Source: an optimization exercise on an open RTL-to-GDS flow (aim: a short achievable clock period and few clock cycles). Production flows keep margins and buffers that such runs may drop. At most, simulation tests tie the RTL to the original design; equivalence was not proved. No functional check of the RTL was part of runs 1 to 3. Power is estimated from default activity; no workload was simulated.

==> flow/design.v <==
`timescale 1ns / 1ps
module MIPS_DLX(
	input         clock,
	input         reset,
	input         enable,
	output [9:0]  imem_addr,
	input  [31:0] imem_data,
	output [9:0]  dmem_addr,
	output [31:0] dmem_wdata,
	output        dmem_we,
	input  [31:0] dmem_rdata
);
reg [9:0]  pc;
reg        e_we, e_load, e_store, e_br;
reg        e_mis_eq, e_mis_ne;            
reg        e_pred, e_bne;
reg [4:0]  e_dst;
reg [9:0]  e_pc1, e_tgt;                  
reg [9:0]  e_pc;
reg        e_hit, e_spred;
reg [1:0]  e_ctr;
reg        e_fa, e_fb, e_fc;              
reg [31:0] e_a, e_b, e_c;                 
reg        e_sub, e_arith, e_and, e_or, e_xor, e_nor, e_slt, e_sltu;
reg        e_sll, e_sr, e_sra, e_big;
reg        e_ek_addi, e_ek_andi, e_ek_slt, e_ek_sltu, e_ek_ld, e_ezk;
reg [31:0] e_negimm;
reg [4:0]  x_lo, x_hi0, x_hi1;
reg        x_c;
reg [31:0] x_wdata;
reg [31:0] m_res;
reg [31:0] rf [1:31];
wire [31:0] R = dmem_rdata;
assign dmem_addr  = {x_c ? x_hi1 : x_hi0, x_lo};
assign dmem_wdata = x_wdata;
assign dmem_we    = e_store & enable;
wire [31:0] a = e_fa ? m_res : e_a;
wire [31:0] b = e_fb ? m_res : e_b;
wire [31:0] c = e_fc ? m_res : e_c;
wire [31:0] cx   = c ^ {32{e_sub}};
wire [32:0] sum  = {1'b0, a} + {1'b0, cx} + {32'd0, e_sub};
wire        lt   = (a[31] ^ c[31]) ? a[31] : sum[31];
wire        ltu  = ~sum[32];
wire [4:0]  sh   = c[4:0];
wire        big  = e_big & (|c[31:5]);
wire [31:0] shl  = a << sh;
wire [32:0] shr  = $signed({e_sra & a[31], a}) >>> sh;
wire [31:0] res_shl = big ? 32'd0 : shl;
wire [31:0] res_shr = big ? {32{e_sra & a[31]}} : shr[31:0];
wire [31:0] res = ({32{e_arith}} & sum[31:0])
                | ({32{e_and}}   & (a & c))
                | ({32{e_or}}    & (a | c))
                | ({32{e_xor}}   & (a ^ c))
                | ({32{e_nor}}   & ~(a | c))
                | {31'd0, (e_slt & lt) | (e_sltu & ltu)}
                | ({32{e_sll}}   & res_shl)
                | ({32{e_sr}}    & res_shr)
                | ({32{e_load}}  & R);
wire        eq         = (a == b);
wire        taken      = eq ^ e_bne;
wire        mispredict = eq ? e_mis_eq : e_mis_ne;
wire        ezero = (e_ek_addi & (a == e_negimm)) | (e_ek_andi & ~|(a & c)) |
                    (e_ek_slt & ~lt) | (e_ek_sltu & ~ltu) | (e_ek_ld & ~|R);
wire [9:0]  sum10 = a[9:0] + cx[9:0] + {9'd0, e_sub};
wire [31:0] ins   = imem_data;
wire [5:0]  op    = ins[31:26];
wire [4:0]  rs    = ins[25:21];
wire [4:0]  rt    = ins[20:16];
wire [4:0]  rd    = ins[15:11];
wire [5:0]  funct = ins[5:0];
wire is_r    = op == 6'b000000;
wire is_j    = op == 6'b000010;
wire is_beq  = op == 6'b000100;
wire is_bne  = op == 6'b000101;
wire is_addi = op == 6'b001000;
wire is_slti = op == 6'b001010;
wire is_andi = op == 6'b001100;
wire is_ori  = op == 6'b001101;
wire is_xori = op == 6'b001110;
wire is_lw   = op == 6'b100011;
wire is_sw   = op == 6'b101011;
wire is_imm  = is_addi | is_slti | is_andi | is_ori | is_xori;
wire is_br   = is_beq | is_bne;
wire is_mem  = is_lw | is_sw;
wire [4:0] dst = is_r ? rd : rt;
wire       we  = (is_r | is_imm | is_lw) & (dst != 5'd0);
wire f_add  = is_r & (funct == 6'h20 || funct == 6'h21);
wire f_sub  = is_r & (funct == 6'h22 || funct == 6'h23);
wire f_or   = is_r & (funct == 6'h25);
wire f_xor  = is_r & (funct == 6'h26);
wire f_nor  = is_r & (funct == 6'h27);
wire f_slt  = is_r & (funct == 6'h2a);
wire f_sltu = is_r & (funct == 6'h2b);
wire f_sll  = is_r & (funct == 6'h00);
wire f_srl  = is_r & (funct == 6'h02);
wire f_sra  = is_r & (funct == 6'h03);
wire f_sllv = is_r & (funct == 6'h04);
wire f_srlv = is_r & (funct == 6'h06);
wire f_srav = is_r & (funct == 6'h07);
wire f_and  = is_r & ~(f_add | f_sub | f_or | f_xor | f_nor | f_slt | f_sltu |
                       f_sll | f_srl | f_sra | f_sllv | f_srlv | f_srav);
wire [31:0] imm = {{16{ins[15]}}, ins[15:0]};
wire [31:0] rf_a = (rs == 5'd0) ? 32'd0 : rf[rs];
wire [31:0] rf_b = (rt == 5'd0) ? 32'd0 : rf[rt];
wire [31:0] val_a = rf_a;
wire [31:0] val_b = rf_b;
wire fwd_a = e_we & (e_dst == rs);
wire fwd_b = e_we & (e_dst == rt);
wire       e_addsub = e_arith;                   
wire       stall    = is_mem & fwd_a & ~e_load & ~e_addsub;
wire [9:0] base     = fwd_a ? (e_load ? R[9:0] : sum10) : val_a[9:0];
wire [5:0] a_lo     = {1'b0, base[4:0]} + {1'b0, ins[4:0]};
wire [4:0] a_hi0    = base[9:5] + ins[9:5];
wire [4:0] a_hi1    = base[9:5] + ins[9:5] + 5'd1;
wire [31:0] sdata   = fwd_b ? res : val_b;
wire same  = rs == rt;
wire spred = is_beq ? (same | ins[15]) : ~same;
reg [31:0]  bp_v;
reg [159:0] bp_tag;
reg [63:0]  bp_ctr;
wire [4:0] bp_i   = pc[4:0];
wire       bp_hit = bp_v[bp_i] & (bp_tag[bp_i*5 +: 5] == pc[9:5]);
wire [1:0] bp_c   = bp_ctr[bp_i*2 +: 2];
wire       dpred  = bp_hit ? bp_c[1] : spred;
wire [4:0] zr       = (rt == 5'd0) ? rs : rt;
wire       early_ok = is_br & ~same & ((rt == 5'd0) | (rs == 5'd0)) &
                      e_we & e_ezk & (e_dst == zr);
wire       pred     = early_ok ? (is_beq ? ezero : ~ezero) : dpred;
wire [9:0] pc1 = pc + 10'd1;
wire [9:0] tgt = pc + ins[9:0];
wire [9:0] f_next = stall ? pc : (is_br & pred) ? tgt : (is_j ? ins[9:0] : pc1);
assign imem_addr = pc;
always @(posedge clock) begin
	if (reset)
		pc <= 10'd0;
	else if (enable)
		pc <= mispredict ? (e_pred ? e_pc1 : e_tgt) : f_next;
end
wire kill = mispredict | stall;       
always @(posedge clock) begin
	if (reset) begin
		e_we <= 1'b0; e_load <= 1'b0; e_store <= 1'b0; e_br <= 1'b0;
		e_mis_eq <= 1'b0; e_mis_ne <= 1'b0;
	end else if (enable) begin
		e_we     <= we & ~kill;
		e_load   <= is_lw & ~kill;
		e_store  <= is_sw & ~kill;
		e_br     <= is_br & ~kill;
		e_mis_eq <= is_br & ~kill & (is_bne == pred);
		e_mis_ne <= is_br & ~kill & (is_bne != pred);
	end
end
always @(posedge clock) begin
	if (enable) begin
		e_dst    <= dst;
		e_bne    <= is_bne;
		e_pred   <= pred;
		e_pc1    <= pc1;
		e_tgt    <= tgt;
		e_pc     <= pc;
		e_hit    <= bp_hit;
		e_spred  <= spred;
		e_ctr    <= bp_c;
		e_fa     <= fwd_a;
		e_fb     <= fwd_b;
		e_fc     <= fwd_b & ~is_imm;
		e_a      <= val_a;
		e_b      <= val_b;
		e_c      <= is_imm ? imm : val_b;
		e_sub    <= f_sub | f_slt | f_sltu | is_slti;
		e_arith  <= f_add | f_sub | is_addi;
		e_and    <= f_and | is_andi;
		e_or     <= f_or | is_ori;
		e_xor    <= f_xor | is_xori;
		e_nor    <= f_nor;
		e_slt    <= f_slt | is_slti;
		e_sltu   <= f_sltu;
		e_sll    <= f_sll | f_sllv;
		e_sr     <= f_srl | f_sra | f_srlv | f_srav;
		e_sra    <= f_sra | f_srav;
		e_big    <= f_sll | f_srl | f_sra;
		e_ek_addi <= is_addi;
		e_ek_andi <= is_andi;
		e_ek_slt  <= f_slt | is_slti;
		e_ek_sltu <= f_sltu;
		e_ek_ld   <= is_lw;
		e_ezk     <= is_addi | is_andi | f_slt | is_slti | f_sltu | is_lw;
		e_negimm  <= 32'd0 - imm;
		x_lo     <= a_lo[4:0];
		x_c      <= a_lo[5];
		x_hi0    <= a_hi0;
		x_hi1    <= a_hi1;
		x_wdata  <= sdata;
	end
end
always @(posedge clock) begin
	if (enable)
		m_res <= res;
end
wire [1:0] ctr0  = e_hit ? e_ctr : (e_spred ? 2'b10 : 2'b01);
wire [1:0] ctr_t = (ctr0 == 2'b11) ? 2'b11 : ctr0 + 2'b01;
wire [1:0] ctr_n = (ctr0 == 2'b00) ? 2'b00 : ctr0 - 2'b01;
reg        u_v;
reg [9:0]  u_pc;
reg [1:0]  u_ctr;
always @(posedge clock) begin
	if (reset)
		u_v <= 1'b0;
	else if (enable)
		u_v <= e_br;
end
always @(posedge clock) begin
	if (enable) begin
		u_pc  <= e_pc;
		u_ctr <= taken ? ctr_t : ctr_n;
	end
end
always @(posedge clock) begin
	if (reset) begin
		bp_v <= 32'd0;
	end else if (enable && u_v) begin
		bp_v[u_pc[4:0]] <= 1'b1;
	end
end
always @(posedge clock) begin
	if (enable && u_v) begin
		bp_tag[u_pc[4:0]*5 +: 5] <= u_pc[9:5];
		bp_ctr[u_pc[4:0]*2 +: 2] <= u_ctr;
	end
end
always @(posedge clock) begin
	if (e_we)
		rf[e_dst] <= res;
end
endmodule
==> flow/flow/run.sh <==
#!/bin/bash
# Standard ORFS layout with delay cells kept out of the netlist and
# repair_timing asked for more setup slack than the default.
set -euo pipefail
DONT_USE="sky130_fd_sc_hd__probe_p_8 sky130_fd_sc_hd__probec_p_8 sky130_fd_sc_hd__lpflow_bleeder_1 sky130_fd_sc_hd__lpflow_clkbufkapwr_1 sky130_fd_sc_hd__lpflow_clkbufkapwr_16 sky130_fd_sc_hd__lpflow_clkbufkapwr_2 sky130_fd_sc_hd__lpflow_clkbufkapwr_4 sky130_fd_sc_hd__lpflow_clkbufkapwr_8 sky130_fd_sc_hd__lpflow_clkinvkapwr_1 sky130_fd_sc_hd__lpflow_clkinvkapwr_16 sky130_fd_sc_hd__lpflow_clkinvkapwr_2 sky130_fd_sc_hd__lpflow_clkinvkapwr_4 sky130_fd_sc_hd__lpflow_clkinvkapwr_8 sky130_fd_sc_hd__lpflow_decapkapwr_12 sky130_fd_sc_hd__lpflow_decapkapwr_3 sky130_fd_sc_hd__lpflow_decapkapwr_4 sky130_fd_sc_hd__lpflow_decapkapwr_6 sky130_fd_sc_hd__lpflow_decapkapwr_8 sky130_fd_sc_hd__lpflow_inputiso0n_1 sky130_fd_sc_hd__lpflow_inputiso0p_1 sky130_fd_sc_hd__lpflow_inputiso1n_1 sky130_fd_sc_hd__lpflow_inputiso1p_1 sky130_fd_sc_hd__lpflow_inputisolatch_1 sky130_fd_sc_hd__lpflow_isobufsrc_1 sky130_fd_sc_hd__lpflow_isobufsrc_16 sky130_fd_sc_hd__lpflow_isobufsrc_2 sky130_fd_sc_hd__lpflow_isobufsrc_4 sky130_fd_sc_hd__lpflow_isobufsrc_8 sky130_fd_sc_hd__lpflow_isobufsrckapwr_16 sky130_fd_sc_hd__lpflow_lsbuf_lh_hl_isowell_tap_1 sky130_fd_sc_hd__lpflow_lsbuf_lh_hl_isowell_tap_2 sky130_fd_sc_hd__lpflow_lsbuf_lh_hl_isowell_tap_4 sky130_fd_sc_hd__lpflow_lsbuf_lh_isowell_4 sky130_fd_sc_hd__lpflow_lsbuf_lh_isowell_tap_1 sky130_fd_sc_hd__lpflow_lsbuf_lh_isowell_tap_2 sky130_fd_sc_hd__lpflow_lsbuf_lh_isowell_tap_4 sky130_fd_sc_hd__fill_1 sky130_fd_sc_hd__fill_2 sky130_fd_sc_hd__fill_4 sky130_fd_sc_hd__fill_8  sky130_fd_sc_hd__clkdlybuf4s15_1 sky130_fd_sc_hd__clkdlybuf4s15_2 sky130_fd_sc_hd__clkdlybuf4s18_1 sky130_fd_sc_hd__clkdlybuf4s18_2 sky130_fd_sc_hd__clkdlybuf4s25_1 sky130_fd_sc_hd__clkdlybuf4s25_2 sky130_fd_sc_hd__clkdlybuf4s50_1 sky130_fd_sc_hd__clkdlybuf4s50_2 sky130_fd_sc_hd__dlygate4sd1_1 sky130_fd_sc_hd__dlygate4sd2_1 sky130_fd_sc_hd__dlygate4sd3_1 sky130_fd_sc_hd__dlymetal6s2s_1 sky130_fd_sc_hd__dlymetal6s4s_1 sky130_fd_sc_hd__dlymetal6s6s_1"
bash standard.sh "DONT_USE_CELLS=$DONT_USE" SETUP_SLACK_MARGIN=5.6 finish > standard.log 2>&1
==> flow/standard.sh <==
#!/bin/bash
# synth_recipe.tcl (not shown) runs the flow's synth.tcl, then flattens the netlist and writes it again
# the make line also repeats each setting of config.mk as NAME=value (left out here)
make -C /OpenROAD-flow-scripts/flow DESIGN_CONFIG=/design/flow/config.mk WORK_HOME=/design/flow/orfs CLKGATE_MAP_FILE= SYNTH_SCRIPT=/design/flow/synth_recipe.tcl "${@:-finish}"
==> flow/config.mk <==
export PLATFORM = sky130hd
export DESIGN_NAME = MIPS_DLX
export DESIGN_NICKNAME = MIPS_DLX
export VERILOG_FILES = /design/flow/design.v
export SDC_FILE = /design/flow/constraint.sdc
export NUM_CORES = 8
export LEC_CHECK = 0
export CAP_MARGIN = 20
export CORE_MARGIN = 2
export CORE_UTILIZATION = 40
export SLEW_MARGIN = 20
==> flow/constraint.sdc <==
create_clock -name core_clock -period 10.0 [get_ports {clock}]
set_input_delay 2.0000 -clock core_clock [delete_from_list [all_inputs] [get_ports {clock}]]
set_output_delay 2.0000 -clock core_clock [all_outputs]
set_load 0.01 [all_outputs]
==> summary.txt, run 1 <==
Status
  – Result of the run: no timing/DRC/antenna violations

Global routing
  – First-pass GRT wire length: 394 mm
  – Overall Global Routing Usage: 26.8%
  – Largest net degree at the start of global routing: 132
  – Vias in the first global route: 52,900
  – Gr ovfl total: 0
  – Initial antenna violation count: 12

Drt
  – Routed vias/inst: 6.39
  – Final routed DRC violation total: 0
  – Routed WL: 282 mm
  – DRT iter0 DRCs: 6,922
  – Total number of vias: 54,200
  – Per-cell routed wire length: 33.2 µm
  – Routed Antenna Nets: 0
  – Drt first pass iters: 7

Clock network
  – Clock-pin slew on the worst setup and hold paths: 60 ps
  – H-Tree Depth: 4
  – Clk latency of the worst-skew pair: 840 ps
  – Maximum clock path buffer count: 3
  – CTS tree: built
  – Num CTS Buffers: 160
  – Clock Sinks: 1,530
  – CTS Root Cell: clkbuf_16
  – CTS Hold Bufs: 0

Cells and area
  – Filler cells: 17,200
  – Layout area overhead: 16.7%
  – Share of cells above drive strength 1: 28.6%
  – Layout net count: 5,884
  – Finished Layout Cells: 8,484
  – Commonest non-fill, non-tap cell in the layout: edfxtp_1
  – Most frequent cells in the layout: edfxtp_1, mux4_2, nand2_1, nor2_1, mux2i_1

Synthesis
  – Register area share after synthesis: 56.4%
  – Post-synthesis compound-gate area fraction: 5.47%
  – Post-synthesis mux area share: 25.1%
  – EDFF count, synth: 1,481
  – Synth Flop Type: edfxtp_1
  – Post-Synth XOR/XNOR Area: 2.41%
  – Mean Syn Cell Area: 15.0 µm²
  – Simple logic cell fraction of the synthesized area: 6.23%
  – Post-synth cell types: 91
  – Adder-cell share of the synthesized area: 2.04%
  – Register bit total from synthesis: 1,530
  – Synthesized instance count: 5,388
  – Largest family of logic cells by synthesized area: multiplexers
  – Ys Warns: 1
  – Syn nets: 5,583
  – Netlist Area Pre-Place: 80,600 µm²
  – Async set-reset flop share out of synthesis: 0%

Placed design
  – Port bufs: 119
  – Inst Count DP: 7,953
  – Post-DP HPWL: 176 mm
  – Routability cong.: 0.976

Worst setup path
  – Crit path arrival time: 5230 ps
  – Crit-path max cell delay: 490 ps
  – Crit path max-delay family: compound AO/OA/AOI/OAI gates
  – Worst Path Required: 10,700 ps
  – Crit-path max FO: 10
  – Setup CP Type: reg2reg
  – CP endpoint kind: flip-flop
  – WP buf/inv: 3
  – CP max stage cell: xor2_1
  – Crit path cell chain: buf_6 -> bufbuf_16 -> mux2i_4 -> buf_1 -> xor2_1 -> nand3_1 -> nor3_1 -> a41o_1 -> o2111ai_2 -> mux2_2 -> nand2_1 -> o2bb2ai_1 -> a311o_1
  – Crit start category: flip-flop

Floorplan
  – Die extent in y: 453 µm
  – Core area: 200,000 µm²
  – Std-Cell Rows: 164
  – I/O Pins: 120
  – Initial core utilization: 40.3%
  – Die area: 205,000 µm²
  – Die W: 453 µm

Pwr
  – P_int: 12,100 µW
  – Combinational fraction of design power: 20.5%
  – Part of the power in registers: 44.1%
  – Psw: 5060 µW
  – Switching Share: 29.4%
  – Peak supply drop: 0.127 mV
  – Clk pwr share: 35.4%
  – Static Leak: 0.0315 µW
  – Power per Cell Area: 182 nW/µm²

STA
  – Endpoints failing setup: 0
  – Fin crit share: 45.3%
  – Slew @ Worst Pin: 1150 ps
  – RSZ-0062 raised after global routing: true
  – Fin. max-slew vios: 0
  – Endpoints failing hold: 0
  – Final Critical Period: 4530 ps
  – Relative slew slack: 23.2%
  – Post-Route Skew: 70.1 ps
  – Setup TNS: 0 ps
  – Max Fclk: 221 MHz

Worst hold path
  – Hold WC Path Type: reg2reg

Flow run
  – Maxcap violations: 0
==> final cells by class <==
type | instances | area (µm²) | area share [%]
Timing Repair Buffer | 498 | 3970 | 4.21
Clock buffer | 185 | 4110 | 4.36
Inverter | 117 | 502 | 0.533
Multi-Input combinational cell | 3380 | 35500 | 37.7
Antenna cell | 8 | 20.0 | 0.0213
Clock inverter | 108 | 1220 | 1.30
Tap cell | 2656 | 3320 | 3.53
Timing Repair inverter | 2 | 17.5 | 0.0186
Sequential cell | 1530 | 45500 | 48.3
==> timing repair <==
| action | in CTS | in global routing |
|---|---|---|
| cloned | 30 | 9 |
| resized for setup | 340 | 165 |
| pin swaps | 46 | 49 |
| buffers inserted | 127 | 64 |
| setup endpoints to repair | 1183 | 737 |
==> power by group through the flow <==
stage / clock (µW) / combinational (µW) / sequential [µW]
3_5_place_dp: 0 / 2810 / 7720
3_3_place_gp: 0 / 2800 / 7720
5_1_grt: 6380 / 3670 / 7580
4_1_cts: 6140 / 3240 / 7570
6_report: 6080 / 3520 / 7580
2_1_floorplan: 0 / 1850 / 7610
==> cell usage after synthesis (all sizes together), types with 87 or more instances <==
library cell / count / area share (%)
mux2: 181 / 2.5
mux4: 642 / 18
o21ai: 184 / 1.1
mux2i: 367 / 4.6
buf: 121 / 0.67
edfxtp: 1481 / 55
xnor2: 141 / 1.5
clkbuf: 250 / 1.2
nor2: 344 / 1.6
nand2: 455 / 2.1
a21oi: 213 / 1.3
inv: 114 / 0.53
nand3: 87 / 0.54
ha: 124 / 1.9
==> final timing paths <==
check	start	to	slack [ps]	depth (start not counted)
setup reg to reg	e_fa$_DFFE_PP_	pc[7]$_SDFFE_PP0P_	5470	13
setup / recovery	e_fa$_DFFE_PP_	pc[7]$_SDFFE_PP0P_	5470	13
hold / removal	e_pc[5]$_DFFE_PP_	u_pc[5]$_DFFE_PP_	420	0
hold reg to reg	e_pc[5]$_DFFE_PP_	u_pc[5]$_DFFE_PP_	420	0
==> sequential cells by signal (all words and copies together), names as in the netlist, 10 cells and up <==
register  cells
rf          992
bp_tag      160
bp_ctr       64
bp_v         32
e_a          32
e_b          32
e_c          32
m_res        32
x_wdata      32
e_negimm     17
e_pc1        10
e_pc         10
e_tgt        10
pc           10
u_pc         10
==> per-layer routing <==
layer / up-vias / routed length (µm) / GRT usage, %
li1: 22200 / - / -
met1: 28200 / 106000 / 35.3
met2: 3187 / 131000 / 42.5
met3: 692 / 28300 / 5.41
met4: 0 / 16200 / 13.3
met5: - / 0 / 0
==> logic make-up after synthesis <==
logic type | Yosys count
muxes | 1190
xor gates and xnor gates | 222
DFF | 1530
and+or+nand+nor | 1138
buffers and inverters | 488
AOI/OAI and AO/OA | 691
adders and majority gates | 129
==> stage by stage <==
stage | setup slack (ps) | hold slack (ps) | total power, µW | cell area [µm²] | util [%]
CTS | 5500 | 419 | 17000 | 92800 | 46.4
global placement | 3190 | 402 | 10500 | 84500 | 42.2
finish | 5470 | 423 | 17200 | 94100 | 47.0
detailed placement | 3240 | 405 | 10500 | 84500 | 42.3
global route | 5440 | 427 | 17600 | 94100 | 47.0
floorplan | 4830 | 400 | 9460 | 81300 | -
==> inputs of run 2 (changes only) <==
==> flow/flow/run.sh (replaced) <==
#!/bin/bash
# Standard ORFS layout with delay cells kept out of the netlist and
# repair_timing asked for more setup slack than the default.
set -euo pipefail
DONT_USE="sky130_fd_sc_hd__probe_p_8 sky130_fd_sc_hd__probec_p_8 sky130_fd_sc_hd__lpflow_bleeder_1 sky130_fd_sc_hd__lpflow_clkbufkapwr_1 sky130_fd_sc_hd__lpflow_clkbufkapwr_16 sky130_fd_sc_hd__lpflow_clkbufkapwr_2 sky130_fd_sc_hd__lpflow_clkbufkapwr_4 sky130_fd_sc_hd__lpflow_clkbufkapwr_8 sky130_fd_sc_hd__lpflow_clkinvkapwr_1 sky130_fd_sc_hd__lpflow_clkinvkapwr_16 sky130_fd_sc_hd__lpflow_clkinvkapwr_2 sky130_fd_sc_hd__lpflow_clkinvkapwr_4 sky130_fd_sc_hd__lpflow_clkinvkapwr_8 sky130_fd_sc_hd__lpflow_decapkapwr_12 sky130_fd_sc_hd__lpflow_decapkapwr_3 sky130_fd_sc_hd__lpflow_decapkapwr_4 sky130_fd_sc_hd__lpflow_decapkapwr_6 sky130_fd_sc_hd__lpflow_decapkapwr_8 sky130_fd_sc_hd__lpflow_inputiso0n_1 sky130_fd_sc_hd__lpflow_inputiso0p_1 sky130_fd_sc_hd__lpflow_inputiso1n_1 sky130_fd_sc_hd__lpflow_inputiso1p_1 sky130_fd_sc_hd__lpflow_inputisolatch_1 sky130_fd_sc_hd__lpflow_isobufsrc_1 sky130_fd_sc_hd__lpflow_isobufsrc_16 sky130_fd_sc_hd__lpflow_isobufsrc_2 sky130_fd_sc_hd__lpflow_isobufsrc_4 sky130_fd_sc_hd__lpflow_isobufsrc_8 sky130_fd_sc_hd__lpflow_isobufsrckapwr_16 sky130_fd_sc_hd__lpflow_lsbuf_lh_hl_isowell_tap_1 sky130_fd_sc_hd__lpflow_lsbuf_lh_hl_isowell_tap_2 sky130_fd_sc_hd__lpflow_lsbuf_lh_hl_isowell_tap_4 sky130_fd_sc_hd__lpflow_lsbuf_lh_isowell_4 sky130_fd_sc_hd__lpflow_lsbuf_lh_isowell_tap_1 sky130_fd_sc_hd__lpflow_lsbuf_lh_isowell_tap_2 sky130_fd_sc_hd__lpflow_lsbuf_lh_isowell_tap_4 sky130_fd_sc_hd__fill_1 sky130_fd_sc_hd__fill_2 sky130_fd_sc_hd__fill_4 sky130_fd_sc_hd__fill_8  sky130_fd_sc_hd__clkdlybuf4s15_1 sky130_fd_sc_hd__clkdlybuf4s15_2 sky130_fd_sc_hd__clkdlybuf4s18_1 sky130_fd_sc_hd__clkdlybuf4s18_2 sky130_fd_sc_hd__clkdlybuf4s25_1 sky130_fd_sc_hd__clkdlybuf4s25_2 sky130_fd_sc_hd__clkdlybuf4s50_1 sky130_fd_sc_hd__clkdlybuf4s50_2 sky130_fd_sc_hd__dlygate4sd1_1 sky130_fd_sc_hd__dlygate4sd2_1 sky130_fd_sc_hd__dlygate4sd3_1 sky130_fd_sc_hd__dlymetal6s2s_1 sky130_fd_sc_hd__dlymetal6s4s_1 sky130_fd_sc_hd__dlymetal6s6s_1"
bash standard.sh "DONT_USE_CELLS=$DONT_USE" SETUP_SLACK_MARGIN=5.8 finish > standard.log 2>&1
==> run 2 against run 1 <==
Still clean on timing, DRC and antenna; clock-buffer cell count grew 13; register-to-register slack lost 40 ps; combinational power grew 9.1%; sequential power is essentially flat; clock skew shrank 17 ps; critical path depth grew 5; global-route usage grew 0.73 points; synthesized cell count is the same; clock power grew 0.8%; fmax shrank 0.92%; critical path type unchanged.
==> summary.txt, run 2 <==
Pwr
  – Psw: 5140 µW
  – Part of the power in registers: 43.1%
  – Static Leak: 0.0324 µW
  – P_int: 12,400 µW
  – Switching Share: 29.3%
  – Power per Cell Area: 182 nW/µm²
  – Combinational fraction of design power: 21.9%
  – Clk pwr share: 35.0%
  – Peak supply drop: 0.137 mV

STA
  – Fin crit share: 45.7%
  – Endpoints failing hold: 0
  – Setup TNS: 0 ps
  – Endpoints failing setup: 0
  – Post-Route Skew: 53.6 ps
  – Relative slew slack: 21.9%
  – Max Fclk: 219 MHz
  – Final Critical Period: 4570 ps
  – RSZ-0062 raised after global routing: true
  – Slew @ Worst Pin: 1160 ps
  – Fin. max-slew vios: 0

Synthesis
  – Adder-cell share of the synthesized area: 2.04%
  – EDFF count, synth: 1,481
  – Largest area contributor in the netlist: edfxtp_1
  – Mean Syn Cell Area: 15.0 µm²
  – Post-synthesis compound-gate area fraction: 5.47%
  – Post-synth cell types: 91
  – Post-synthesis mux area share: 25.1%
  – Async set-reset flop share out of synthesis: 0%
  – Syn nets: 5,583
  – Netlist Area Pre-Place: 80,600 µm²
  – Simple logic cell fraction of the synthesized area: 6.23%
  – Synth top area cells: edfxtp_1, mux4_2, mux2i_1
  – Top-count cell post-synth: edfxtp_1
  – Register bit total from synthesis: 1,530
  – Post-Synth XOR/XNOR Area: 2.41%
  – Largest family of logic cells by synthesized area: multiplexers
  – Synth Flop Type: edfxtp_1
  – Area share of the largest cell type after synthesis: 55.2%
  – Commonest cells post-synth: edfxtp_1, mux4_2, nand2_1, mux2i_1, nor2_1
  – Register area share after synthesis: 56.4%
  – Synthesized instance count: 5,388
  – Ys Warns: 1

Floorplan
  – Std-Cell Rows: 164
  – Core area: 200,000 µm²
  – Initial core utilization: 40.3%
  – Die extent in y: 453 µm
  – I/O Pins: 120
  – Die W: 453 µm
  – Die area: 205,000 µm²

Global routing
  – Initial antenna violation count: 20
  – Vias in the first global route: 53,700
  – First-pass GRT wire length: 404 mm
  – Overall Global Routing Usage: 27.6%
  – Largest net degree at the start of global routing: 171
  – Gr ovfl total: 0

Clock network
  – Clock Sinks: 1,530
  – Maximum clock path buffer count: 3
  – H-Tree Depth: 4
  – CTS tree: built
  – CTS Root Cell: clkbuf_16
  – CTS Hold Bufs: 0
  – Num CTS Buffers: 161
  – Clk latency of the worst-skew pair: 810 ps
  – Clock-pin slew on the worst setup and hold paths: 60 ps

Drt
  – Per-cell routed wire length: 33.5 µm
  – Routed Antenna Nets: 0
  – Drt first pass iters: 8
  – Final routed DRC violation total: 0
  – Routed vias/inst: 6.41
  – Total number of vias: 55,100
  – Routed WL: 288 mm
  – DRT iter0 DRCs: 7,787

Placed design
  – Post-DP HPWL: 176 mm
  – Port bufs: 119
  – Routability cong.: 0.961

Worst setup path
  – Crit path arrival time: 5130 ps
  – Worst Path Required: 10,550 ps
  – Crit-path max FO: 17
  – R2R Path End: x_wdata[16]$_DFFE_PP_
  – Crit start category: flip-flop
  – Crit-path max cell delay: 510 ps
  – R2R depth: 18
  – Flop2flop setup slack: 5430 ps
  – CP max stage cell: a41oi_1
  – Reg2Reg Launch Point: e_fc$_DFFE_PP_
  – Setup CP Type: reg2reg
  – Crit path max-delay family: compound AO/OA/AOI/OAI gates
  – WP buf/inv: 6
  – Crit path cell chain: buf_12 -> mux2i_4 -> buf_12 -> inv_16 -> mux2i_4 -> fa_2 -> a211oi_2 -> o211ai_1 -> buf_2 -> a41oi_2 -> nor2b_1 -> a41oi_1 -> xnor2_1 -> nand2_1 -> nand4_1 -> buf_6 -> buf_2 -> mux2_2
  – CP endpoint kind: flip-flop

Status
  – Result of the run: no timing/DRC/antenna violations

Worst hold path
  – Hold path start: e_pc[7]$_DFFE_PP_
  – Hold WC Path Type: reg2reg
  – Worst Hold Path Cells: 0
  – Hold endpoint: u_pc[7]$_DFFE_PP_

Flow run
  – Maxcap violations: 0

Cells and area
  – Post-layout util: 48.1%
  – Most frequent cells in the layout: edfxtp_1, mux4_2, nand2_1, nor2_1, mux2i_1
  – Share of cells above drive strength 1: 29.9%
  – Most flops, register: rf
  – Layout area overhead: 19.3%
  – Layout net count: 5,998
  – Commonest non-fill, non-tap cell in the layout: edfxtp_1
  – Max reg flops: 992
-- run 2: cell count changes in the layout (fill, tap and decap cells not counted), sizes merged --
| cell | delta |
|---|---|
| a2111o | -1 |
| a221o | +2 |
| and2 | +1 |
| buf | +97 |
| bufbuf | +5 |
| clkbuf | +22 |
| clkinv | -4 |
| diode | +5 |
| inv | -5 |
| nor2 | +1 |
| o2111ai | -1 |
| o21ai | +1 |
-- run 2: layer usage --
| metal | wire length, µm | share of wire, % | track usage, % |
|---|---|---|---|
| met5 | 7 | 0.0024 | 0 |
| met4 | 15800 | 5.5 | 12.5 |
| met3 | 30800 | 11 | 5.53 |
| met2 | 134000 | 46 | 43.7 |
| met1 | 108000 | 37 | 36.7 |
-- run 2: repair_timing --
| action | 4_1_cts | 5_1_grt |
|---|---|---|
| cloned | 54 | 9 |
| pin swaps | 79 | 55 |
| resized for setup | 539 | 175 |
| endpoints found under the setup margin | 1205 | 868 |
| buffers inserted | 185 | 86 |
-- run 2: cells by family after synthesis --
group	after synthesis
buffers and inverters	488
adder cells (fa/ha/maj)	129
multiplexers	1190
AND/OR/NAND/NOR	1138
XOR/XNOR	222
flip-flops	1530
AO/OA/AOI/OAI	691
-- run 2: how the worst max path moves through the flow --
| stage | to | cells after the start | start | slack [ps] |
|---|---|---|---|---|
| after floorplan | x_hi1[4]$_DFFE_PP_ | 19 | imem_data[21] | 4830 |
| after global placement | x_hi1[4]$_DFFE_PP_ | 13 | imem_data[21] | 3100 |
| after detailed placement | x_hi1[4]$_DFFE_PP_ | 13 | imem_data[21] | 3140 |
| after CTS | pc[6]$_SDFFE_PP0P_ | 12 | pc[0]$_SDFFE_PP0P_ | 5530 |
| after global routing | pc[6]$_SDFFE_PP0P_ | 19 | e_fc$_DFFE_PP_ | 5360 |
| final | x_wdata[16]$_DFFE_PP_ | 18 | e_fc$_DFFE_PP_ | 5430 |
-- run 2: area by class of cell --
cell class	count	area, µm²
timing repair inverter	1	8.76
inverter	117	498
fill	17000	104000
tap	2656	3320
timing repair buffer	609	5500
clock buffer	198	4260
sequential	1530	45500
antenna	13	32.5
multi-input combinational	3383	36000
clock inverter	100	1110
-- run 2: power by group through the flow --
stage	Combinational, µW	Clock [µW]	Sequential [µW]
6_report	3840	6130	7570
5_1_grt	4000	6450	7570
4_1_cts	3510	6210	7560
3_5_place_dp	2820	0	7700
3_3_place_gp	2800	0	7700
2_1_floorplan	1870	0	7610
-- run 2: metrics by stage --
stage	hold WS [ps]	instances	cell area, µm²	setup WS [ps]	power [µW]
3_5_place_dp	407	7962	84600	3140	10500
3_3_place_gp	403	7957	84500	3100	10500
6_report	398	8607	96200	5430	17500
5_1_grt	408	8601	96200	5360	18000
4_1_cts	397	8499	94800	5530	17300
2_1_floorplan	400	5388	81600	4830	9470
==> inputs of run 3 (changes only) <==
==> flow/flow/run.sh (replaced) <==
#!/bin/bash
# Standard ORFS layout with delay cells kept out of the netlist and
# repair_timing asked for more setup slack than the default.
set -euo pipefail
DONT_USE="sky130_fd_sc_hd__probe_p_8 sky130_fd_sc_hd__probec_p_8 sky130_fd_sc_hd__lpflow_bleeder_1 sky130_fd_sc_hd__lpflow_clkbufkapwr_1 sky130_fd_sc_hd__lpflow_clkbufkapwr_16 sky130_fd_sc_hd__lpflow_clkbufkapwr_2 sky130_fd_sc_hd__lpflow_clkbufkapwr_4 sky130_fd_sc_hd__lpflow_clkbufkapwr_8 sky130_fd_sc_hd__lpflow_clkinvkapwr_1 sky130_fd_sc_hd__lpflow_clkinvkapwr_16 sky130_fd_sc_hd__lpflow_clkinvkapwr_2 sky130_fd_sc_hd__lpflow_clkinvkapwr_4 sky130_fd_sc_hd__lpflow_clkinvkapwr_8 sky130_fd_sc_hd__lpflow_decapkapwr_12 sky130_fd_sc_hd__lpflow_decapkapwr_3 sky130_fd_sc_hd__lpflow_decapkapwr_4 sky130_fd_sc_hd__lpflow_decapkapwr_6 sky130_fd_sc_hd__lpflow_decapkapwr_8 sky130_fd_sc_hd__lpflow_inputiso0n_1 sky130_fd_sc_hd__lpflow_inputiso0p_1 sky130_fd_sc_hd__lpflow_inputiso1n_1 sky130_fd_sc_hd__lpflow_inputiso1p_1 sky130_fd_sc_hd__lpflow_inputisolatch_1 sky130_fd_sc_hd__lpflow_isobufsrc_1 sky130_fd_sc_hd__lpflow_isobufsrc_16 sky130_fd_sc_hd__lpflow_isobufsrc_2 sky130_fd_sc_hd__lpflow_isobufsrc_4 sky130_fd_sc_hd__lpflow_isobufsrc_8 sky130_fd_sc_hd__lpflow_isobufsrckapwr_16 sky130_fd_sc_hd__lpflow_lsbuf_lh_hl_isowell_tap_1 sky130_fd_sc_hd__lpflow_lsbuf_lh_hl_isowell_tap_2 sky130_fd_sc_hd__lpflow_lsbuf_lh_hl_isowell_tap_4 sky130_fd_sc_hd__lpflow_lsbuf_lh_isowell_4 sky130_fd_sc_hd__lpflow_lsbuf_lh_isowell_tap_1 sky130_fd_sc_hd__lpflow_lsbuf_lh_isowell_tap_2 sky130_fd_sc_hd__lpflow_lsbuf_lh_isowell_tap_4 sky130_fd_sc_hd__fill_1 sky130_fd_sc_hd__fill_2 sky130_fd_sc_hd__fill_4 sky130_fd_sc_hd__fill_8  sky130_fd_sc_hd__clkdlybuf4s15_1 sky130_fd_sc_hd__clkdlybuf4s15_2 sky130_fd_sc_hd__clkdlybuf4s18_1 sky130_fd_sc_hd__clkdlybuf4s18_2 sky130_fd_sc_hd__clkdlybuf4s25_1 sky130_fd_sc_hd__clkdlybuf4s25_2 sky130_fd_sc_hd__clkdlybuf4s50_1 sky130_fd_sc_hd__clkdlybuf4s50_2 sky130_fd_sc_hd__dlygate4sd1_1 sky130_fd_sc_hd__dlygate4sd2_1 sky130_fd_sc_hd__dlygate4sd3_1 sky130_fd_sc_hd__dlymetal6s2s_1 sky130_fd_sc_hd__dlymetal6s4s_1 sky130_fd_sc_hd__dlymetal6s6s_1"
bash standard.sh "DONT_USE_CELLS=$DONT_USE" SETUP_SLACK_MARGIN=5.6 SETUP_MOVE_SEQUENCE=unbuffer,sizeup,swap,clone,split finish > standard.log 2>&1
==> run 3 against run 2 <==
Sequential power is essentially flat; largest cell class unchanged; clock-buffer cell count shrank 13; the layout now fails its checks (capacitance limit, slew limit); final cell count shrank 3.1%.
==> summary.txt, run 3 <==
STA
  – Fin. max-slew vios: 23
  – Final WS setup: 4570 ps
  – Post-Route Skew: 75.4 ps
  – Endpoints failing hold: 0
  – Final Critical Period: 5430 ps
  – Endpoints failing setup: 0
  – RSZ-0062 raised after global routing: true
  – Relative slew slack: -6.24%
  – Fin crit share: 54.3%
  – Setup TNS: 0 ps
  – Max Fclk: 184 MHz
  – Slew @ Worst Pin: 1590 ps

Worst setup path
  – CP endpoint kind: flip-flop
  – WP buf/inv: 4
  – Reg2Reg Launch Point: e_fc$_DFFE_PP_
  – Crit start category: flip-flop
  – R2R depth: 17
  – Crit path arrival time: 6120 ps
  – CP max stage cell: edfxtp_1
  – Setup CP Type: reg2reg
  – Crit-path max cell delay: 620 ps
  – Flop2flop setup slack: 4570 ps
  – Crit path max-delay family: compound AO/OA/AOI/OAI gates
  – Crit-path max FO: 8
  – R2R Path End: pc[3]$_SDFFE_PP0P_
  – Worst Path Required: 10,690 ps
  – Crit path cell chain: mux2i_4 -> buf_12 -> inv_16 -> mux2i_4 -> fa_2 -> a211oi_2 -> o211ai_1 -> and4b_1 -> a221oi_2 -> buf_4 -> nor2_2 -> nor4_1 -> buf_2 -> o211ai_1 -> a41o_2 -> o211a_1 -> a311o_1

Floorplan
  – Die W: 453 µm
  – Initial core utilization: 40.3%
  – Std-Cell Rows: 164
  – I/O Pins: 120
  – Die extent in y: 453 µm
  – Die area: 205,000 µm²
  – Core area: 200,000 µm²

Placed design
  – Inst Count DP: 7,953
  – Port bufs: 119
  – Post-DP HPWL: 176 mm
  – Dpl ws: 3240 ps
  – Routability cong.: 0.976

Cells and area
  – Most flops, register: rf
  – Most frequent cells in the layout: edfxtp_1, mux4_2, nand2_1, nor2_1, mux2i_1
  – Max reg flops: 992
  – Finished Layout Cells: 8,337
  – Commonest non-fill, non-tap cell in the layout: edfxtp_1
  – Layout area overhead: 15.4%
  – Layout net count: 5,740
  – Share of cells above drive strength 1: 27.3%
  – Post-layout util: 46.5%

Synthesis
  – Synth Flop Type: edfxtp_1
  – Netlist Area Pre-Place: 80,600 µm²
  – Area share of the largest cell type after synthesis: 55.2%
  – Synth top area cells: edfxtp_1, mux4_2, mux2i_1
  – Register area share after synthesis: 56.4%
  – Top-count cell post-synth: edfxtp_1
  – Post-synth cell types: 91
  – Async set-reset flop share out of synthesis: 0%
  – Syn nets: 5,583
  – Commonest cells post-synth: edfxtp_1, mux4_2, nand2_1, mux2i_1, nor2_1
  – EDFF count, synth: 1,481
  – Mean Syn Cell Area: 15.0 µm²
  – Ys Warns: 1
  – Register bit total from synthesis: 1,530
  – Largest area contributor in the netlist: edfxtp_1
  – Synthesized instance count: 5,388

Drt
  – Routed Antenna Nets: 0
  – Routed WL: 284 mm
  – Drt first pass iters: 6
  – Per-cell routed wire length: 34.1 µm
  – Routed vias/inst: 6.45
  – Total number of vias: 53,800
  – DRT iter0 DRCs: 7,245
  – Final routed DRC violation total: 0

Clock network
  – CTS Root Cell: clkbuf_16
  – Clock-pin slew on the worst setup and hold paths: 60 ps
  – CTS tree: built
  – Clk latency of the worst-skew pair: 840 ps
  – Clock Sinks: 1,530
  – CTS Hold Bufs: 0
  – Maximum clock path buffer count: 3
  – Num CTS Buffers: 160
  – H-Tree Depth: 4

Worst hold path
  – Hold path start: e_pc[9]$_DFFE_PP_
  – Hold endpoint: u_pc[9]$_DFFE_PP_
  – Worst Hold Path Cells: 0
  – Hold WC Path Type: reg2reg

Global routing
  – Vias in the first global route: 52,400
  – Global route hottest layer: met2
  – Gr ovfl total: 0
  – Largest net degree at the start of global routing: 129
  – Initial antenna violation count: 16
  – Global Route met2 Usage: 42.3%
  – Met1 GRT Util: 35.6%
  – Met3 GRT Util: 5.00%
  – Overall Global Routing Usage: 26.6%
  – First-pass GRT wire length: 392 mm

Pwr
  – Power Total: 17,100 µW
  – Power per Cell Area: 184 nW/µm²
  – Peak supply drop: 0.130 mV
  – Static Leak: 0.0310 µW

Status
  – Layout check faults: capacitance limit, slew limit
  – Result of the run: finished with violations

Flow run
  – Maxcap violations: 2
## run 3: final cells by class
cell class	instances	area, µm²
Tap cell	2656	3320
Clock inverter	108	1220
Fill cell	17200	107000
Sequential cell	1530	45500
Clock buffer	185	4110
Timing Repair Buffer	328	2920
Inverter	117	512
Antenna cell	5	12.5
Timing Repair inverter	5	40.0
Multi-Input combinational cell	3403	35500
## run 3: layer usage
metal	wire length (µm)	part of all wire, %
met5	16	0.0056
met4	15000	5.3
met3	28700	10
met2	132000	46
met1	108000	38
## run 3: worst max-delay path by stage
stage,from,end,slack (ps),depth (start not counted)
global placement,imem_data[24],pc[4]$_SDFFE_PP0P_,3190,9
finish,e_fc$_DFFE_PP_,pc[3]$_SDFFE_PP0P_,4570,17
detailed placement,imem_data[19],pc[4]$_SDFFE_PP0P_,3240,9
global route,e_fa$_DFFE_PP_,rf[11][22]$_DFFE_PP_,4610,16
floorplan,imem_data[21],x_hi1[4]$_DFFE_PP_,4830,19
CTS,e_fa$_DFFE_PP_,x_wdata[25]$_DFFE_PP_,4790,15
## run 3: report_power, final
group	internal, µW	leakage, µW	total (µW)	switching [µW]
Combinational	1190	0.0144	3440	2250
Sequential	7390	0.0140	7580	191
Clock	3430	0.00259	6080	2650
Total	12000	0.0310	17100	5090
## run 3: cells by family after synthesis
kind of cell | share of synthesized area [%]
AOI/OAI and AO/OA | 5.47
xor gates and xnor gates | 2.41
adders and majority gates | 2.04
buffers and inverters | 2.38
DFF | 56.4
muxes | 25.1
and+or+nand+nor | 6.23
## run 3: what timing repair did
item                                    in CTS  in global routing
pin swaps                                   35                 38
gates resized for setup                    296                161
buffers inserted                             4                  1
endpoints found under the setup margin    1183                890
gates cloned                                48                 26
## run 3: stage by stage
stage / hold slack [ps] / area [µm²]
floorplan: 400 / 81300
global placement: 402 / 84500
detailed placement: 405 / 84500
CTS: 419 / 91900
global route: 427 / 93100
finish: 419 / 93100
==> inputs of run 4 (changes only) <==
--- a/flow/design.v
+++ b/flow/design.v
@@ -29,9 +29,10 @@
 reg        x_c;
 reg [31:0] x_wdata;
+reg        x_sfwd;                        
 reg [31:0] m_res;
 reg [31:0] rf [1:31];
 wire [31:0] R = dmem_rdata;
 assign dmem_addr  = {x_c ? x_hi1 : x_hi0, x_lo};
-assign dmem_wdata = x_wdata;
+assign dmem_wdata = x_sfwd ? m_res : x_wdata;
 assign dmem_we    = e_store & enable;
 wire [31:0] a = e_fa ? m_res : e_a;
@@ -57,8 +58,12 @@
                 | ({32{e_sr}}    & res_shr)
                 | ({32{e_load}}  & R);
-wire        eq         = (a == b);
+wire        eq_rr      = (e_a == e_b);
+wire        eq_mr      = (m_res == e_b);
+wire        eq_rm      = (e_a == m_res);
+wire        eq         = e_fa ? (e_fb ? 1'b1 : eq_mr) : (e_fb ? eq_rm : eq_rr);
 wire        taken      = eq ^ e_bne;
 wire        mispredict = eq ? e_mis_eq : e_mis_ne;
-wire        ezero = (e_ek_addi & (a == e_negimm)) | (e_ek_andi & ~|(a & c)) |
+wire        z_addi = e_fa ? (m_res == e_negimm) : (e_a == e_negimm);
+wire        ezero = (e_ek_addi & z_addi) | (e_ek_andi & ~|(a & c)) |
                     (e_ek_slt & ~lt) | (e_ek_sltu & ~ltu) | (e_ek_ld & ~|R);
 wire [9:0]  sum10 = a[9:0] + cx[9:0] + {9'd0, e_sub};
@@ -113,5 +118,4 @@
 wire [4:0] a_hi0    = base[9:5] + ins[9:5];
 wire [4:0] a_hi1    = base[9:5] + ins[9:5] + 5'd1;
-wire [31:0] sdata   = fwd_b ? res : val_b;
 wire same  = rs == rt;
 wire spred = is_beq ? (same | ins[15]) : ~same;
@@ -191,5 +195,6 @@
 		x_hi0    <= a_hi0;
 		x_hi1    <= a_hi1;
-		x_wdata  <= sdata;
+		x_wdata  <= val_b;
+		x_sfwd   <= fwd_b;
 	end
 end
==> flow/flow/run.sh (replaced) <==
#!/bin/bash
# Standard ORFS layout with delay cells kept out of the netlist and
# repair_timing asked for more setup slack than the default.
set -euo pipefail
DONT_USE="sky130_fd_sc_hd__probe_p_8 sky130_fd_sc_hd__probec_p_8 sky130_fd_sc_hd__lpflow_bleeder_1 sky130_fd_sc_hd__lpflow_clkbufkapwr_1 sky130_fd_sc_hd__lpflow_clkbufkapwr_16 sky130_fd_sc_hd__lpflow_clkbufkapwr_2 sky130_fd_sc_hd__lpflow_clkbufkapwr_4 sky130_fd_sc_hd__lpflow_clkbufkapwr_8 sky130_fd_sc_hd__lpflow_clkinvkapwr_1 sky130_fd_sc_hd__lpflow_clkinvkapwr_16 sky130_fd_sc_hd__lpflow_clkinvkapwr_2 sky130_fd_sc_hd__lpflow_clkinvkapwr_4 sky130_fd_sc_hd__lpflow_clkinvkapwr_8 sky130_fd_sc_hd__lpflow_decapkapwr_12 sky130_fd_sc_hd__lpflow_decapkapwr_3 sky130_fd_sc_hd__lpflow_decapkapwr_4 sky130_fd_sc_hd__lpflow_decapkapwr_6 sky130_fd_sc_hd__lpflow_decapkapwr_8 sky130_fd_sc_hd__lpflow_inputiso0n_1 sky130_fd_sc_hd__lpflow_inputiso0p_1 sky130_fd_sc_hd__lpflow_inputiso1n_1 sky130_fd_sc_hd__lpflow_inputiso1p_1 sky130_fd_sc_hd__lpflow_inputisolatch_1 sky130_fd_sc_hd__lpflow_isobufsrc_1 sky130_fd_sc_hd__lpflow_isobufsrc_16 sky130_fd_sc_hd__lpflow_isobufsrc_2 sky130_fd_sc_hd__lpflow_isobufsrc_4 sky130_fd_sc_hd__lpflow_isobufsrc_8 sky130_fd_sc_hd__lpflow_isobufsrckapwr_16 sky130_fd_sc_hd__lpflow_lsbuf_lh_hl_isowell_tap_1 sky130_fd_sc_hd__lpflow_lsbuf_lh_hl_isowell_tap_2 sky130_fd_sc_hd__lpflow_lsbuf_lh_hl_isowell_tap_4 sky130_fd_sc_hd__lpflow_lsbuf_lh_isowell_4 sky130_fd_sc_hd__lpflow_lsbuf_lh_isowell_tap_1 sky130_fd_sc_hd__lpflow_lsbuf_lh_isowell_tap_2 sky130_fd_sc_hd__lpflow_lsbuf_lh_isowell_tap_4 sky130_fd_sc_hd__fill_1 sky130_fd_sc_hd__fill_2 sky130_fd_sc_hd__fill_4 sky130_fd_sc_hd__fill_8  sky130_fd_sc_hd__clkdlybuf4s15_1 sky130_fd_sc_hd__clkdlybuf4s15_2 sky130_fd_sc_hd__clkdlybuf4s18_1 sky130_fd_sc_hd__clkdlybuf4s18_2 sky130_fd_sc_hd__clkdlybuf4s25_1 sky130_fd_sc_hd__clkdlybuf4s25_2 sky130_fd_sc_hd__clkdlybuf4s50_1 sky130_fd_sc_hd__clkdlybuf4s50_2 sky130_fd_sc_hd__dlygate4sd1_1 sky130_fd_sc_hd__dlygate4sd2_1 sky130_fd_sc_hd__dlygate4sd3_1 sky130_fd_sc_hd__dlymetal6s2s_1 sky130_fd_sc_hd__dlymetal6s4s_1 sky130_fd_sc_hd__dlymetal6s6s_1"
bash standard.sh "DONT_USE_CELLS=$DONT_USE" SETUP_SLACK_MARGIN=5.6 finish > standard.log 2>&1
==> run 4 against run 3 <==
Clock-buffer cell count up 21; now clean on timing, DRC and antenna; die area is 2.0% lower; first-iteration DRC count up 2.3%; largest power group unchanged; sequential power shrank 3%; clock power shrank 5.1%; via count shrank 1.4%; register-to-register slack improved by 950 ps; combinational power fell by 9.6%; critical endpoint is now x_hi1[4]$_DFFE_PP_; largest cell class unchanged; critical path depth unchanged; global-route usage fell by 0.27 points; fmax up 21%; utilization fell by 0.52 points.
==> summary.txt, run 4 <==
Worst setup path
  – CP endpoint kind: flip-flop
  – Critical Path End: x_hi1[4]$_DFFE_PP_
  – R2R depth: 16
  – Crit path arrival time: 5030 ps
  – Worst Path Required: 10,540 ps
  – Crit-path max FO: 8
  – Flop2flop setup slack: 5520 ps
  – Crit start category: primary input
  – Crit path from: imem_data[21]
  – Reg2Reg Launch Point: e_fa$_DFFE_PP_
  – R2R Path End: rf[29][29]$_DFFE_PP_
  – Setup CP Type: in2reg

Synthesis
  – Netlist Area Pre-Place: 79,000 µm²
  – Syn nets: 5,519
  – Top-count cell post-synth: edfxtp_1
  – Register bit total from synthesis: 1,498
  – Register area share after synthesis: 56.3%
  – Synthesized instance count: 5,323
  – Synth top area cells: edfxtp_1, mux4_2, mux2i_1
  – Async set-reset flop share out of synthesis: 0%
  – Largest area contributor in the netlist: edfxtp_1
  – Commonest cells post-synth: edfxtp_1, mux4_2, nand2_1, nor2_1, mux2i_1
  – EDFF count, synth: 1,449
  – Post-synth cell types: 93
  – Synth Flop Type: edfxtp_1
  – Ys Warns: 1
  – Mean Syn Cell Area: 14.8 µm²
  – Area share of the largest cell type after synthesis: 55.1%

Pwr
  – Peak supply drop: 0.192 mV
  – Static Leak: 0.0304 µW
  – Power per Cell Area: 180 nW/µm²

Global routing
  – Initial antenna violation count: 16
  – Overall Global Routing Usage: 26.4%
  – First-pass GRT wire length: 384 mm
  – Largest net degree at the start of global routing: 115
  – Vias in the first global route: 51,500
  – Gr ovfl total: 0

Drt
  – Routed Antenna Nets: 0
  – Final routed DRC violation total: 0
  – Routed vias/inst: 6.37
  – Drt first pass iters: 9
  – Total number of vias: 53,000
  – Routed WL: 274 mm
  – DRT iter0 DRCs: 7,415
  – Per-cell routed wire length: 32.9 µm

Clock network
  – Num CTS Buffers: 161
  – H-Tree Depth: 4
  – Clk latency of the worst-skew pair: 850 ps
  – CTS Root Cell: clkbuf_16
  – CTS Hold Bufs: 0
  – Maximum clock path buffer count: 3
  – Clock-pin slew on the worst setup and hold paths: 60 ps
  – CTS tree: built
  – Clock Sinks: 1,498

Cells and area
  – Layout net count: 5,740
  – Commonest non-fill, non-tap cell in the layout: edfxtp_1
  – Max reg flops: 992
  – Most flops, register: rf
  – Most frequent cells in the layout: edfxtp_1, mux4_2, nand2_1, nor2_1, mux2i_1
  – Layout area overhead: 14.6%
  – Finished Layout Cells: 8,324
  – Share of cells above drive strength 1: 25.3%

Floorplan
  – Die W: 449 µm
  – Std-Cell Rows: 163
  – Die extent in y: 449 µm
  – Die area: 201,000 µm²
  – Core area: 197,000 µm²
  – I/O Pins: 120
  – Initial core utilization: 40.2%

STA
  – Slew @ Worst Pin: 1300 ps
  – Post-Route Skew: 80.2 ps
  – Endpoints failing setup: 0
  – Relative slew slack: 13.3%
  – Fin crit share: 44.9%
  – Endpoints failing hold: 0
  – RSZ-0062 raised after global routing: true
  – Max Fclk: 223 MHz
  – Setup TNS: 0 ps
  – Fin. max-slew vios: 0
  – Final Critical Period: 4490 ps

Placed design
  – Routability cong.: 0.957
  – Post-DP HPWL: 177 mm
  – Inst Count DP: 7,895
  – Port bufs: 119

Worst hold path
  – Hold WC Path Type: reg2reg

Flow run
  – Maxcap violations: 0

Status
  – Result of the run: no timing/DRC/antenna violations
## run 4: cell count changes after synthesis, sizes merged, moves of 14 or more
| cell | previous run | this run |
|---|---|---|
| xnor2 | 141 | 111 |
| xor2 | 81 | 95 |
| nand3 | 87 | 58 |
| a22o | 6 | 34 |
| nor2 | 344 | 369 |
| edfxtp | 1481 | 1449 |
| clkbuf | 250 | 228 |
| mux2 | 181 | 102 |
| nor3 | 56 | 39 |
| mux2i | 367 | 335 |
| o21ai | 184 | 268 |
## run 4: area by class of cell
class | count | area (µm²)
clock buffer | 206 | 4280
timing repair inverter | 2 | 11.3
clock inverter | 91 | 792
timing repair buffer | 407 | 3190
fill | 17100 | 106000
tap | 2640 | 3300
antenna | 6 | 15.0
multi-input combinational | 3351 | 34000
sequential | 1498 | 44500
inverter | 123 | 485
## run 4: worst max-delay path: stages
cell,delay (ps)
clkbuf_16,170
buf_8,140
mux4_2,500
mux4_2,490
mux2i_2,240
nor2_1,100
nand2_1,90
o21ai_2,60
ha_2,200
inv_2,50
fa_2,190
inv_2,40
a21o_1,150
a21oi_2,140
xnor2_1,80
xnor2_1,260
xnor2_1,100
## run 4: logic make-up after synthesis
kind of cell | count (synthesis) | share of synthesized area (%)
AOI/OAI and AO/OA | 801 | 6.41
xor gates and xnor gates | 206 | 2.28
adders and majority gates | 130 | 2.09
buffers and inverters | 478 | 2.53
DFF | 1498 | 56.3
muxes | 1079 | 24.1
and+or+nand+nor | 1131 | 6.32
## run 4: report_power, final
group	switching (µW)	internal [µW]	total, µW
Sequential	161	7230	7390
Combinational	2020	1080	3110
Clock	2610	3160	5770
## run 4: per-layer routing
metal  global-route usage, %  part of all wire (%)  wire length [µm]  vias up
met1                    36.3                    39            108000    27700
li1                        -                     -                 -    21700
met3                    4.23                   9.3             25300      570
met5                       0                     0                 0        -
met4                    11.0                   4.8             13000        0
met2                    41.7                    47            128000     3095
## run 4: timing repair
item / CTS / global route
gates resized for setup: 215 / 144
setup buffers: 66 / 39
setup endpoints to repair: 1185 / 948
pin swaps: 17 / 19
gates cloned: 12 / 9
## run 4: metrics by stage
step	total power (µW)	util, %	setup WS, ps	hold WS (ps)	area, µm²
6_report	16300	46.0	5510	415	90500
5_1_grt	16700	46.0	5400	420	90500
4_1_cts	16100	45.5	5490	417	89500
3_5_place_dp	10300	42.1	3450	405	82900
3_3_place_gp	10300	42.0	3290	402	82700
2_1_floorplan	9220	-	4000	400	79500
## run 4: worst min-delay path by stage
stage / slack (ps) / cells past startpoint / start / end
global route: 420 / 0 / e_pc[8]$_DFFE_PP_ / u_pc[8]$_DFFE_PP_
finish: 420 / 0 / e_pc[8]$_DFFE_PP_ / u_pc[8]$_DFFE_PP_
floorplan: 400 / 0 / e_pc[0]$_DFFE_PP_ / u_pc[0]$_DFFE_PP_
detailed placement: 400 / 0 / e_pc[9]$_DFFE_PP_ / u_pc[9]$_DFFE_PP_
CTS: 420 / 0 / e_pc[8]$_DFFE_PP_ / u_pc[8]$_DFFE_PP_
global placement: 400 / 0 / e_pc[6]$_DFFE_PP_ / u_pc[6]$_DFFE_PP_
Testbench counts of run 4, summed over its fixed seeds: cycles 30,452.
==> inputs of run 5 (changes only) <==
==> flow/flow/run.sh (replaced) <==
#!/bin/bash
# Standard ORFS layout with delay cells kept out of the netlist and
# repair_timing asked for more setup slack than the default.
set -euo pipefail
DONT_USE="sky130_fd_sc_hd__probe_p_8 sky130_fd_sc_hd__probec_p_8 sky130_fd_sc_hd__lpflow_bleeder_1 sky130_fd_sc_hd__lpflow_clkbufkapwr_1 sky130_fd_sc_hd__lpflow_clkbufkapwr_16 sky130_fd_sc_hd__lpflow_clkbufkapwr_2 sky130_fd_sc_hd__lpflow_clkbufkapwr_4 sky130_fd_sc_hd__lpflow_clkbufkapwr_8 sky130_fd_sc_hd__lpflow_clkinvkapwr_1 sky130_fd_sc_hd__lpflow_clkinvkapwr_16 sky130_fd_sc_hd__lpflow_clkinvkapwr_2 sky130_fd_sc_hd__lpflow_clkinvkapwr_4 sky130_fd_sc_hd__lpflow_clkinvkapwr_8 sky130_fd_sc_hd__lpflow_decapkapwr_12 sky130_fd_sc_hd__lpflow_decapkapwr_3 sky130_fd_sc_hd__lpflow_decapkapwr_4 sky130_fd_sc_hd__lpflow_decapkapwr_6 sky130_fd_sc_hd__lpflow_decapkapwr_8 sky130_fd_sc_hd__lpflow_inputiso0n_1 sky130_fd_sc_hd__lpflow_inputiso0p_1 sky130_fd_sc_hd__lpflow_inputiso1n_1 sky130_fd_sc_hd__lpflow_inputiso1p_1 sky130_fd_sc_hd__lpflow_inputisolatch_1 sky130_fd_sc_hd__lpflow_isobufsrc_1 sky130_fd_sc_hd__lpflow_isobufsrc_16 sky130_fd_sc_hd__lpflow_isobufsrc_2 sky130_fd_sc_hd__lpflow_isobufsrc_4 sky130_fd_sc_hd__lpflow_isobufsrc_8 sky130_fd_sc_hd__lpflow_isobufsrckapwr_16 sky130_fd_sc_hd__lpflow_lsbuf_lh_hl_isowell_tap_1 sky130_fd_sc_hd__lpflow_lsbuf_lh_hl_isowell_tap_2 sky130_fd_sc_hd__lpflow_lsbuf_lh_hl_isowell_tap_4 sky130_fd_sc_hd__lpflow_lsbuf_lh_isowell_4 sky130_fd_sc_hd__lpflow_lsbuf_lh_isowell_tap_1 sky130_fd_sc_hd__lpflow_lsbuf_lh_isowell_tap_2 sky130_fd_sc_hd__lpflow_lsbuf_lh_isowell_tap_4 sky130_fd_sc_hd__fill_1 sky130_fd_sc_hd__fill_2 sky130_fd_sc_hd__fill_4 sky130_fd_sc_hd__fill_8  sky130_fd_sc_hd__clkdlybuf4s15_1 sky130_fd_sc_hd__clkdlybuf4s15_2 sky130_fd_sc_hd__clkdlybuf4s18_1 sky130_fd_sc_hd__clkdlybuf4s18_2 sky130_fd_sc_hd__clkdlybuf4s25_1 sky130_fd_sc_hd__clkdlybuf4s25_2 sky130_fd_sc_hd__clkdlybuf4s50_1 sky130_fd_sc_hd__clkdlybuf4s50_2 sky130_fd_sc_hd__dlygate4sd1_1 sky130_fd_sc_hd__dlygate4sd2_1 sky130_fd_sc_hd__dlygate4sd3_1 sky130_fd_sc_hd__dlymetal6s2s_1 sky130_fd_sc_hd__dlymetal6s4s_1 sky130_fd_sc_hd__dlymetal6s6s_1"
bash standard.sh "DONT_USE_CELLS=$DONT_USE" SETUP_SLACK_MARGIN=5.4 finish > standard.log 2>&1
==> run 5 against run 4 <==
Setup slack worse by 140 ps; sequential share of layout area up 0.18 points; synthesized cell count unchanged; global-route usage about the same; register-to-register slack worse by 150 ps; largest cell class unchanged; die area unchanged; sequential cell count unchanged; fmax down 3.0%; still clean on timing, DRC and antenna; final cell count down 0.37%; critical path depth down 6.
==> summary.txt, run 5 <==
Synthesis
  – Mean Syn Cell Area: 14.8 µm²
  – Post-synth cell types: 93
  – Ys Warns: 1
  – Largest area contributor in the netlist: edfxtp_1
  – Area share of the largest cell type after synthesis: 55.1%
  – Register area share after synthesis: 56.3%
  – Synth Flop Type: edfxtp_1
  – Syn nets: 5,519
  – Top-count cell post-synth: edfxtp_1
  – Commonest cells post-synth: edfxtp_1, mux4_2, nand2_1, nor2_1, mux2i_1
  – Register bit total from synthesis: 1,498
  – EDFF count, synth: 1,449
  – Synthesized instance count: 5,323
  – Async set-reset flop share out of synthesis: 0%
  – Netlist Area Pre-Place: 79,000 µm²
  – Synth top area cells: edfxtp_1, mux4_2, mux2i_1

Placed design
  – Port bufs: 119
  – Inst Count DP: 7,883
  – Routability cong.: 0.964
  – Placed Area: 82,700 µm²
  – Post-DP HPWL: 175 mm

Cells and area
  – Commonest non-fill, non-tap cell in the layout: edfxtp_1
  – Layout area overhead: 14.1%
  – Layout net count: 5,708
  – Most flops, register: rf
  – Finished Layout Cells: 8,293
  – Share of cells above drive strength 1: 24.7%
  – Post-Layout Inst Area: 90,200 µm²
  – Most frequent cells in the layout: edfxtp_1, mux4_2, nand2_1, nor2_1, mux2i_1
  – Max reg flops: 992

Clock network
  – H-Tree Depth: 4
  – Num CTS Buffers: 163
  – Clk latency of the worst-skew pair: 830 ps
  – Clock Sinks: 1,498
  – Maximum clock path buffer count: 3
  – CTS Root Cell: clkbuf_16
  – Clock-pin slew on the worst setup and hold paths: 60 ps
  – CTS Hold Bufs: 0
  – CTS tree: built

STA
  – Max Fclk: 216 MHz
  – Post-Route Skew: 67.3 ps
  – RSZ-0062 raised after global routing: true
  – Endpoints failing setup: 0
  – Endpoints failing hold: 0
  – WHS: 367 ps
  – Slew @ Worst Pin: 1200 ps
  – Final Critical Period: 4630 ps
  – Setup TNS: 0 ps
  – Fin crit share: 46.3%
  – Fin. max-slew vios: 0
  – Relative slew slack: 20.1%

Pwr
  – Power Total: 16,600 µW
  – Static Leak: 0.0303 µW
  – Power per Cell Area: 184 nW/µm²
  – Peak supply drop: 0.152 mV

Drt
  – DRT iter0 DRCs: 7,113
  – Per-cell routed wire length: 32.8 µm
  – Final routed DRC violation total: 0
  – Routed WL: 272 mm
  – Routed Antenna Nets: 0
  – Drt first pass iters: 10
  – Total number of vias: 52,900
  – Routed vias/inst: 6.38

Global routing
  – First-pass GRT wire length: 383 mm
  – Vias in the first global route: 51,300
  – Overall Global Routing Usage: 26.3%
  – Gr ovfl total: 0
  – Largest net degree at the start of global routing: 98
  – Global route hottest layer: met2
  – Met3 GRT Util: 4.40%
  – Met1 GRT Util: 36.7%
  – Initial antenna violation count: 20
  – Global Route met2 Usage: 40.8%

Worst setup path
  – Crit-path max cell delay: 860 ps
  – Crit path arrival time: 5070 ps
  – Crit path from: e_fc$_DFFE_PP_
  – Crit-path max FO: 33
  – Worst Path Required: 10,440 ps
  – Setup CP Type: reg2reg
  – CP endpoint kind: flip-flop
  – Crit path cell chain: buf_6 -> bufbuf_16 -> nor4_2 -> nand4_1 -> a221o_1 -> o21a_1 -> buf_1 -> nand2b_1 -> nor2_1 -> nand2_1 -> o221ai_4
  – CP max stage cell: o221ai_4
  – Reg2Reg Launch Point: e_fc$_DFFE_PP_
  – Crit start category: flip-flop

Floorplan
  – Core area: 197,000 µm²
  – Std-Cell Rows: 163
  – I/O Pins: 120
  – Die area: 201,000 µm²
  – Die W: 449 µm
  – Die extent in y: 449 µm
  – Initial core utilization: 40.2%

Worst hold path
  – Hold WC Path Type: reg2reg
  – Hold path start: e_pc[4]$_DFFE_PP_

Flow run
  – Maxcap violations: 0

Status
  – Result of the run: no timing/DRC/antenna violations
[run 5: cell counts after synthesis]
No cell type changed its count.
[run 5: report_power, final]
group	switching, µW	internal (µW)
clock	2630	3550
combinational	1990	1060
sequential	158	7230
total	4780	11800
[run 5: worst paths after layout]
| check | cells past startpoint | slack (ps) | endpoint |
|---|---|---|---|
| setup / recovery | 11 | 5370 | rf[20][5]$_DFFE_PP_ |
| hold / removal | 0 | 370 | u_pc[4]$_DFFE_PP_ |
| setup reg to reg | 11 | 5370 | rf[20][5]$_DFFE_PP_ |
| hold reg to reg | 0 | 370 | u_pc[4]$_DFFE_PP_ |
[run 5: final cells by class]
type | instances | area (µm²)
fillers | 17200 | 107000
flip-flops and latches | 1498 | 44500
multi-input cells | 3349 | 33700
clock buffers | 194 | 4250
well taps | 2640 | 3300
repair buffers | 375 | 2710
clock inverters | 103 | 1210
inverters | 123 | 493
diodes | 9 | 22.5
repair inverters | 2 | 10.0
[run 5: timing repair]
| action | in CTS | in global routing |
|---|---|---|
| resized for setup | 169 | 119 |
| pin swaps | 16 | 15 |
| setup endpoints to repair | 1156 | 775 |
| cloned | 12 | 4 |
| buffers inserted | 47 | 40 |
[run 5: cells by family after synthesis]
group / share of synthesized area, %
and+or+nand+nor: 6.32
DFF: 56.3
muxes: 24.1
AOI/OAI and AO/OA: 6.41
xor gates and xnor gates: 2.28
adders and majority gates: 2.09
buffers and inverters: 2.53
[run 5: stage by stage]
step / setup WS, ps / utilization (%)
6_report: 5370 / 45.8
5_1_grt: 5130 / 45.8
4_1_cts: 5280 / 45.5
3_5_place_dp: 3090 / 42.0
3_3_place_gp: 3100 / 42.0
2_1_floorplan: 4000 / -
[run 5: critical path: cells and delay by family, from the launching register on]
| family | cells | cell delay, ps |
|---|---|---|
| buffers and inverters | 3 | 850 |
| and+or+nand+nor | 5 | 1420 |
| DFF | 1 | 450 |
| AOI/OAI and AO/OA | 3 | 1460 |
[run 5: metal layers]
layer / part of all wire, % / vias to the layer above
li1: - / 21600
met2: 46 / 3147
met1: 40 / 27600
met3: 9.6 / 545
met4: 4.8 / 8
met5: 0.021 / -

## re-timing with driven ports
The results above use ideal ports. As a check the final layouts listed here were re-extracted and re-timed, cells and wires unchanged. Step 1 (the two cells are an assumption about what drives the block):
set clk [get_ports {clock}]
set_driving_cell -lib_cell sky130_fd_sc_hd__clkbuf_16 $clk
set_driving_cell -lib_cell sky130_fd_sc_hd__buf_2 [delete_from_list [all_inputs] $clk]
Step 2 adds t to the input delays and takes it off the output delays; t is the mean of the earliest and latest rising clock arrival at the registers after step 1. Input paths then give back, and output paths get back, about the clock's delay inside the block. Three values: no drivers, after step 1, after step 2; two values: the first two.
run | shift t [ns] | setup slack, ns | slew at the worst register clock pin (ns) | worst slew at a driven data input, ns | pins driven straight from the clock port
run 1 | 0.895 | 5.470 / 5.341 / 4.447 | 0.07 / 0.07 | 0.25 | 1
run 2 | 0.884 | 5.428 / 5.302 / 4.418 | 0.07 / 0.07 | 0.25 | 1
run 3 | 0.887 | 4.570 / 4.570 / 4.008 | 0.07 / 0.07 | 0.24 | 1
run 4 | 0.900 | 5.510 / 5.311 / 4.410 | 0.06 / 0.06 | 0.29 | 1
run 5 | 0.893 | 5.372 / 5.252 / 4.359 | 0.07 / 0.07 | 0.28 | 1
The setup slack of run 4, which loses most, moves by -0.199 ns with the drivers and by -1.100 ns with both steps.
